This is an optimization exercise on Yosys and OpenROAD, whose aim is small area, not a production implementation. The RTL was checked by simulation tests, not by an equivalence proof against the original design.

run A:
## FPU_top_level
module FPU_top_level
(
 input         clk,
 input         nrst,
 input  [31:0] floating_point1,
 input  [31:0] floating_point2,
 input  [2:0]  frm,
 input  [6:0]  funct7,
 output [31:0] floating_point_out,
 output [4:0]  flags
 );
clock: 10.0 ns
lec_check: 0
abc_area: 1
cap_margin: 20
core_margin: 2
core_utilization: 40
slew_margin: 20
standard.sh (not shown) runs the stock make flow with config.mk's settings and CLKGATE_MAP_FILE= SYNTH_SCRIPT=/design/flow/synth_recipe.tcl, a recipe that flattens the netlist after the stock synthesis.
==> flow/flow/run.sh <==
#!/bin/bash
# Own layout flow:
#  1. the standard synthesis (bash standard.sh synth);
#  2. flow/fixinv.py: full-adder polarity clean-up (removes inverters between
#     full adders; registers untouched);
#  3. flow/reabc.tcl: ABC re-maps the other combinational cells for area;
#     cells whose pre-placement slack is below KEEP_NS (flow/slack.tcl,
#     flow/keepmark.py) and all registers and adders are left as they are;
#  4. the standard layout, with the smallest buffer on the ports and without
#     keeping global placement's timing-driven buffers.
# Each step's full output goes to a log file in this folder.
set -euo pipefail
W=$(pwd)
R=$W/orfs/results/$FLOW_PLATFORM/FPU_top_level/base
export PLATFORM_DIR=$FLOW_HOME/platforms/$FLOW_PLATFORM
export LIB=$PLATFORM_DIR/lib/sky130_fd_sc_hd__tt_025C_1v80.lib
KEEP_NS=${KEEP_NS:-0.5}

bash standard.sh synth > synth.log 2>&1

cp "$R/1_2_yosys.v" "$W/1_2_yosys.standard.v"
python3 flow/fixinv.py "$W/1_2_yosys.standard.v" "$W/1_2_yosys.fixinv.v" > fixinv.log 2>&1
NETIN=$W/1_2_yosys.fixinv.v SLACKOUT=$W/slack.txt \
  openroad -no_init -exit flow/slack.tcl > slack.log 2>&1
python3 flow/keepmark.py mark "$W/1_2_yosys.fixinv.v" "$W/slack.txt" "$KEEP_NS" "$W/1_2_yosys.marked.v" > keepmark.log 2>&1
NETIN=$W/1_2_yosys.marked.v NETOUT=$W/1_2_yosys.reabc_marked.v \
  ABC_SCRIPT='+strash;dch;map,-a;topo;upsize;dnsize' \
  yosys -c flow/reabc.tcl > reabc.log 2>&1
python3 flow/keepmark.py unmark "$W/1_2_yosys.reabc_marked.v" "$W/1_2_yosys.reabc.v" >> keepmark.log 2>&1
cp "$W/1_2_yosys.reabc.v" "$R/1_2_yosys.v"
rm -f "$R/1_synth.odb" "$R/1_synth.sdc"

export BUFFER_PORTS_ARGS="-buffer_cell sky130_fd_sc_hd__buf_1"
export GPL_KEEP_OVERFLOW=0
bash standard.sh finish > layout.log 2>&1
Other scripts of this flow, unchanged in this note and not shown: flow/flow/fixinv.py, flow/flow/keepmark.py, flow/flow/reabc.tcl, flow/flow/slack.tcl
Run A | stages: all done | timing, DRC, antenna: all pass
Edits applied to the flow inputs when going from run A to run B:
Settings: CORE_UTILIZATION: 40 -> 50.
diff --git a/flow/flow/run.sh b/flow/flow/run.sh
--- a/flow/flow/run.sh
+++ b/flow/flow/run.sh
@@ -17 +17 @@
-KEEP_NS=${KEEP_NS:-0.5}
+KEEP_NS=${KEEP_NS:-1.0}
Results
As far as sink count of the clock tree goes, run B and run A are indistinguishable; the numbers are identical. Sort run A and run B by via count of the first global-routing pass, ascending, and run B comes first. Run B against run A: clock period minus final worst setup slack went up 0.075 ns; die area shrank by about 20%; met2 track demand over resource in global routing went up 6.9 points.
> inputs changed (run B -> run C)
Settings: changing CORE_UTILIZATION from 50 to 40.
diff --git a/flow/flow/run.sh b/flow/flow/run.sh
--- a/flow/flow/run.sh
+++ b/flow/flow/run.sh
@@ -17 +17 @@
-KEEP_NS=${KEEP_NS:-1.0}
+KEEP_NS=${KEEP_NS:-1.5}
[summary]
- Run C against run B; design area is up slightly.
- Diff run B -> run C | setup slack | increase of 0.016 ns
- Going from run B to run C, number of iterations in the first detailed-routing pass shows an increase of 1; overall via count from detail_route shows an increase of 2.6%; wire length of the first global-routing pass shows an increase of 6300 um.
- On run C: routed wire length is about 6% higher than what run B gave.
- Going from run B to run C, detailed-placement wirelength estimate higher.
The following lists how run D was set up differently from run C:
diff --git a/flow/flow/run.sh b/flow/flow/run.sh
--- a/flow/flow/run.sh
+++ b/flow/flow/run.sh
@@ -17 +17 @@
-KEEP_NS=${KEEP_NS:-1.5}
+KEEP_NS=${KEEP_NS:--100}
### Flow results
Going from run C to run D, the post-placement cell area was found to have gone down by 190 um^2.
Higher worst setup margin was reported by run D, not run C.
What run D reported for non-clock inverter instance count of the final layout has to be multiplied by 1.10 to get the figure for run C.
Delta (run D minus run C): fill cell instance count of the final layout went down 0.95%, fmax went up 0.63 MHz, utilization went up 0.80 points, count of standard-cell rows went down 1.
Inputs modified between run D and run E:
Settings: putting PLACE_DENSITY at 0.75 where nothing was set.
diff --git a/flow/flow/run.sh b/flow/flow/run.sh
--- a/flow/flow/run.sh
+++ b/flow/flow/run.sh
@@ -17 +17 @@
-KEEP_NS=${KEEP_NS:--100}
+KEEP_NS=${KEEP_NS:-1.0}
==> results.txt <==
Run E against run D: detailed-routing wirelength on met1 -about 12%, biggest fanout along the worst timing path +8.
A end of the critical path of r2_t[25]$_DFF_P_ is what run E shows, while floating_point_out[14] belongs to run D.


FPU_top_level again, from the RTL that the note above started with.
==> flow/design.v (excerpt) <==
module FPU_top_level
(
 input         clk,
 input         nrst,
 input  [31:0] floating_point1,
 input  [31:0] floating_point2,
 input  [2:0]  frm,
 input  [6:0]  funct7,
 output [31:0] floating_point_out,
 output [4:0]  flags
 );
export LEC_CHECK = 0
export ABC_AREA = 1
export CAP_MARGIN = 20
export CORE_MARGIN = 2
export CORE_UTILIZATION = 40
export SLEW_MARGIN = 20
create_clock -name core_clock -period 10.0 [get_ports {clk}]
==> flow/flow/run.sh <==
#!/bin/bash
# Own layout flow:
#  1. the standard synthesis (bash standard.sh synth);
#  2. flow/fixinv.py: full-adder polarity clean-up (removes inverters between
#     full adders; registers untouched);
#  3. flow/reabc.tcl: ABC re-maps the other combinational cells for area;
#     cells whose pre-placement slack is below KEEP_NS (flow/slack.tcl,
#     flow/keepmark.py) and all registers and adders are left as they are;
#  4. the standard layout, with the smallest buffer on the ports and without
#     keeping global placement's timing-driven buffers.
# Each step's full output goes to a log file in this folder.
set -euo pipefail
W=$(pwd)
R=$W/orfs/results/$FLOW_PLATFORM/FPU_top_level/base
export PLATFORM_DIR=$FLOW_HOME/platforms/$FLOW_PLATFORM
export LIB=$PLATFORM_DIR/lib/sky130_fd_sc_hd__tt_025C_1v80.lib
KEEP_NS=${KEEP_NS:-1.0}

bash standard.sh synth > synth.log 2>&1

cp "$R/1_2_yosys.v" "$W/1_2_yosys.standard.v"
python3 flow/fixinv.py "$W/1_2_yosys.standard.v" "$W/1_2_yosys.fixinv.v" > fixinv.log 2>&1
NETIN=$W/1_2_yosys.fixinv.v SLACKOUT=$W/slack.txt \
  openroad -no_init -exit flow/slack.tcl > slack.log 2>&1
python3 flow/keepmark.py mark "$W/1_2_yosys.fixinv.v" "$W/slack.txt" "$KEEP_NS" "$W/1_2_yosys.marked.v" > keepmark.log 2>&1
NETIN=$W/1_2_yosys.marked.v NETOUT=$W/1_2_yosys.reabc_marked.v \
  ABC_SCRIPT='+strash;dch;map,-a;topo;upsize;dnsize' \
  yosys -c flow/reabc.tcl > reabc.log 2>&1
python3 flow/keepmark.py unmark "$W/1_2_yosys.reabc_marked.v" "$W/1_2_yosys.reabc.v" >> keepmark.log 2>&1
cp "$W/1_2_yosys.reabc.v" "$R/1_2_yosys.v"
rm -f "$R/1_synth.odb" "$R/1_synth.sdc"

export BUFFER_PORTS_ARGS="-buffer_cell sky130_fd_sc_hd__buf_1"
export GPL_KEEP_OVERFLOW=0
bash standard.sh finish > layout.log 2>&1
==> flow/flow/reabc.tcl <==
# Re-map the combinational logic of the standard netlist for area.  Registers
# and full/half adders stay as they are (black boxes); every other cell is
# read as its liberty function and mapped again by ABC.
yosys read_liberty -ignore_miss_func $::env(LIB)
yosys blackbox sky130_fd_sc_hd__dfxtp_1 sky130_fd_sc_hd__dfrtp_1 sky130_fd_sc_hd__fa_1 sky130_fd_sc_hd__ha_1 sky130_fd_sc_hd__conb_1
yosys read_verilog $::env(NETIN)
yosys hierarchy -top $::env(FLOW_TOP)
yosys flatten
yosys opt -purge
yosys abc -liberty $::env(LIB) -dont_use sky130_fd_sc_hd__lpflow_bleeder_1 -dont_use sky130_fd_sc_hd__lpflow_clkbufkapwr_1 -dont_use sky130_fd_sc_hd__lpflow_clkbufkapwr_16 -dont_use sky130_fd_sc_hd__lpflow_clkbufkapwr_2 -dont_use sky130_fd_sc_hd__lpflow_clkbufkapwr_4 -dont_use sky130_fd_sc_hd__lpflow_clkbufkapwr_8 -dont_use sky130_fd_sc_hd__lpflow_clkinvkapwr_1 -dont_use sky130_fd_sc_hd__lpflow_clkinvkapwr_16 -dont_use sky130_fd_sc_hd__lpflow_clkinvkapwr_2 -dont_use sky130_fd_sc_hd__lpflow_clkinvkapwr_4 -dont_use sky130_fd_sc_hd__lpflow_clkinvkapwr_8 -dont_use sky130_fd_sc_hd__lpflow_decapkapwr_12 -dont_use sky130_fd_sc_hd__lpflow_decapkapwr_3 -dont_use sky130_fd_sc_hd__lpflow_decapkapwr_4 -dont_use sky130_fd_sc_hd__lpflow_decapkapwr_6 -dont_use sky130_fd_sc_hd__lpflow_decapkapwr_8 -dont_use sky130_fd_sc_hd__lpflow_inputiso0n_1 -dont_use sky130_fd_sc_hd__lpflow_inputiso0p_1 -dont_use sky130_fd_sc_hd__lpflow_inputiso1n_1 -dont_use sky130_fd_sc_hd__lpflow_inputiso1p_1 -dont_use sky130_fd_sc_hd__lpflow_inputisolatch_1 -dont_use sky130_fd_sc_hd__lpflow_isobufsrc_1 -dont_use sky130_fd_sc_hd__lpflow_isobufsrc_16 -dont_use sky130_fd_sc_hd__lpflow_isobufsrc_2 -dont_use sky130_fd_sc_hd__lpflow_isobufsrc_4 -dont_use sky130_fd_sc_hd__lpflow_isobufsrc_8 -dont_use sky130_fd_sc_hd__lpflow_isobufsrckapwr_16 -dont_use sky130_fd_sc_hd__lpflow_lsbuf_lh_hl_isowell_tap_1 -dont_use sky130_fd_sc_hd__lpflow_lsbuf_lh_hl_isowell_tap_2 -dont_use sky130_fd_sc_hd__lpflow_lsbuf_lh_hl_isowell_tap_4 -dont_use sky130_fd_sc_hd__lpflow_lsbuf_lh_isowell_4 -dont_use sky130_fd_sc_hd__lpflow_lsbuf_lh_isowell_tap_1 -dont_use sky130_fd_sc_hd__lpflow_lsbuf_lh_isowell_tap_2 -dont_use sky130_fd_sc_hd__lpflow_lsbuf_lh_isowell_tap_4 -dont_use sky130_fd_sc_hd__probe_p_8 -dont_use sky130_fd_sc_hd__probec_p_8  -script $::env(ABC_SCRIPT)
yosys opt_clean -purge
yosys rename -hide w:* i:* o:* %u %d
yosys rename -hide c:* t:sky130_fd_sc_hd__df* %d
yosys stat -liberty $::env(LIB)
yosys write_verilog -noattr $::env(NETOUT)
Other scripts of this flow, unchanged in this note and not shown: flow/flow/fixinv.py, flow/flow/keepmark.py, flow/flow/slack.tcl
The starting point finished with timing, DRC and antenna clean.
==> next run, changes <==
--- a/flow/flow/run.sh
+++ b/flow/flow/run.sh
@@ -25,5 +25,5 @@
 python3 flow/keepmark.py mark "$W/1_2_yosys.fixinv.v" "$W/slack.txt" "$KEEP_NS" "$W/1_2_yosys.marked.v" > keepmark.log 2>&1
 NETIN=$W/1_2_yosys.marked.v NETOUT=$W/1_2_yosys.reabc_marked.v \
-  ABC_SCRIPT='+strash;dch;map,-a;topo;upsize;dnsize' \
+  ABC_SCRIPT='+strash;dch;map,-a;topo;buffer;upsize;dnsize' \
   yosys -c flow/reabc.tcl > reabc.log 2>&1
 python3 flow/keepmark.py unmark "$W/1_2_yosys.reabc_marked.v" "$W/1_2_yosys.reabc.v" >> keepmark.log 2>&1
Outcome: Final cell count rose by about 0.8%. Final area rose by 0.43%. Flip-flop and latch count stays the same. Routed wire length fell by about 0.7%. Fmax rose by 1.6%. Non-clock buffer count rose by 12. Global-route usage fell by 0.85 points. Die area rose by 2.9%. Clock skew is about the same. Register-to-register slack improved by 170 ps.
==> next run, changes <==
--- a/flow/flow/run.sh
+++ b/flow/flow/run.sh
@@ -15,5 +15,5 @@
 export PLATFORM_DIR=$FLOW_HOME/platforms/$FLOW_PLATFORM
 export LIB=$PLATFORM_DIR/lib/sky130_fd_sc_hd__tt_025C_1v80.lib
-KEEP_NS=${KEEP_NS:-1.0}
+KEEP_NS=${KEEP_NS:--100}
 
 bash standard.sh synth > synth.log 2>&1
@@ -25,5 +25,5 @@
 python3 flow/keepmark.py mark "$W/1_2_yosys.fixinv.v" "$W/slack.txt" "$KEEP_NS" "$W/1_2_yosys.marked.v" > keepmark.log 2>&1
 NETIN=$W/1_2_yosys.marked.v NETOUT=$W/1_2_yosys.reabc_marked.v \
-  ABC_SCRIPT='+strash;dch;map,-a;topo;buffer;upsize;dnsize' \
+  ABC_SCRIPT='+strash;dch;map,-a;topo;upsize;dnsize' \
   yosys -c flow/reabc.tcl > reabc.log 2>&1
 python3 flow/keepmark.py unmark "$W/1_2_yosys.reabc_marked.v" "$W/1_2_yosys.reabc.v" >> keepmark.log 2>&1
CAP_MARGIN = 5   (was 20)
SLEW_MARGIN = 5   (was 20)
Effect: Via count came out higher by 0.46%. Non-clock buffer count went down by 7. Hold slack barely changes. Cell area rises by 0.59%. Cell count came out lower by 0.89%. Worst setup slack got worse by 150 ps. Synthesized area shrinks by about 3%. Fmax falls by 1.5%.
==> next run, changes <==
--- a/flow/flow/run.sh
+++ b/flow/flow/run.sh
@@ -15,5 +15,5 @@
 export PLATFORM_DIR=$FLOW_HOME/platforms/$FLOW_PLATFORM
 export LIB=$PLATFORM_DIR/lib/sky130_fd_sc_hd__tt_025C_1v80.lib
-KEEP_NS=${KEEP_NS:--100}
+KEEP_NS=${KEEP_NS:-2.0}
 
 bash standard.sh synth > synth.log 2>&1
CAP_MARGIN = 20   (was 5)
SLEW_MARGIN = 20   (was 5)
=> The changed run passed the timing, design-rule and antenna checks; final cell count climbs by 2.8%; setup slack degrades by 11 ps; die area increases by 3.1%; routed wire length goes up by 1.1%.
==> next run, changes <==
--- a/flow/flow/run.sh
+++ b/flow/flow/run.sh
@@ -15,5 +15,5 @@
 export PLATFORM_DIR=$FLOW_HOME/platforms/$FLOW_PLATFORM
 export LIB=$PLATFORM_DIR/lib/sky130_fd_sc_hd__tt_025C_1v80.lib
-KEEP_NS=${KEEP_NS:-2.0}
+KEEP_NS=${KEEP_NS:-1.0}
 
 bash standard.sh synth > synth.log 2>&1
CTS_BUF_LIST = sky130_fd_sc_hd__clkbuf_8   (was default)
What happened: Design area is lower by 2.2%. Die area came out lower by 2.7%.

port drivers added, routing unchanged:
Ports are ideal in the flow. The routed layouts listed here were re-timed in OpenROAD.
Step 1 assumes that a clkbuf_16 drives the clock port and a buf_2 every other input.
Step 2 also shifts input and output timing later by t, the mid clock arrival at the registers, as if the neighbouring blocks saw the same clock.
Slacks: no drivers / after step 1 / after step 2; pairs: no drivers / after step 1.
run | t, ns | setup WS [ns] | worst hold slack (ns) | clock arrival spread, ns | pins driven straight from the clock port
run A | 0.424 | 0.374 / 0.317 / 0.503 | 0.329 / 0.329 / 0.329 | 0.012 / 0.012 | 1
run B | 0.425 | 0.299 / 0.277 / 0.299 | 0.331 / 0.331 / 0.331 | 0.014 / 0.015 | 1
run C | 0.456 | 0.315 / 0.270 / 0.315 | 0.332 / 0.332 / 0.332 | 0.034 / 0.034 | 1
run D | 0.424 | 0.374 / 0.317 / 0.503 | 0.329 / 0.329 / 0.329 | 0.012 / 0.012 | 1
run E | 0.416 | 0.414 / 0.414 / 0.414 | 0.338 / 0.338 / 0.338 | 0.014 / 0.014 | 1
the first run of note 2 | 0.413 | 0.294 / 0.294 / 0.294 | 0.333 / 0.333 / 0.333 | 0.014 / 0.015 | 1
the second run of note 2 | 0.419 | 0.444 / 0.394 / 0.459 | 0.331 / 0.331 / 0.331 | 0.016 / 0.016 | 1
the third run of note 2 | 0.415 | 0.298 / 0.298 / 0.298 | 0.330 / 0.330 / 0.330 | 0.014 / 0.014 | 1
the fourth run of note 2 | 0.413 | 0.287 / 0.287 / 0.287 | 0.332 / 0.332 / 0.332 | 0.018 / 0.018 | 1
the fifth run of note 2 | 0.467 | 0.393 / 0.372 / 0.393 | 0.341 / 0.341 / 0.341 | 0.020 / 0.020 | 1
After both steps setup and hold are still met in every run listed.
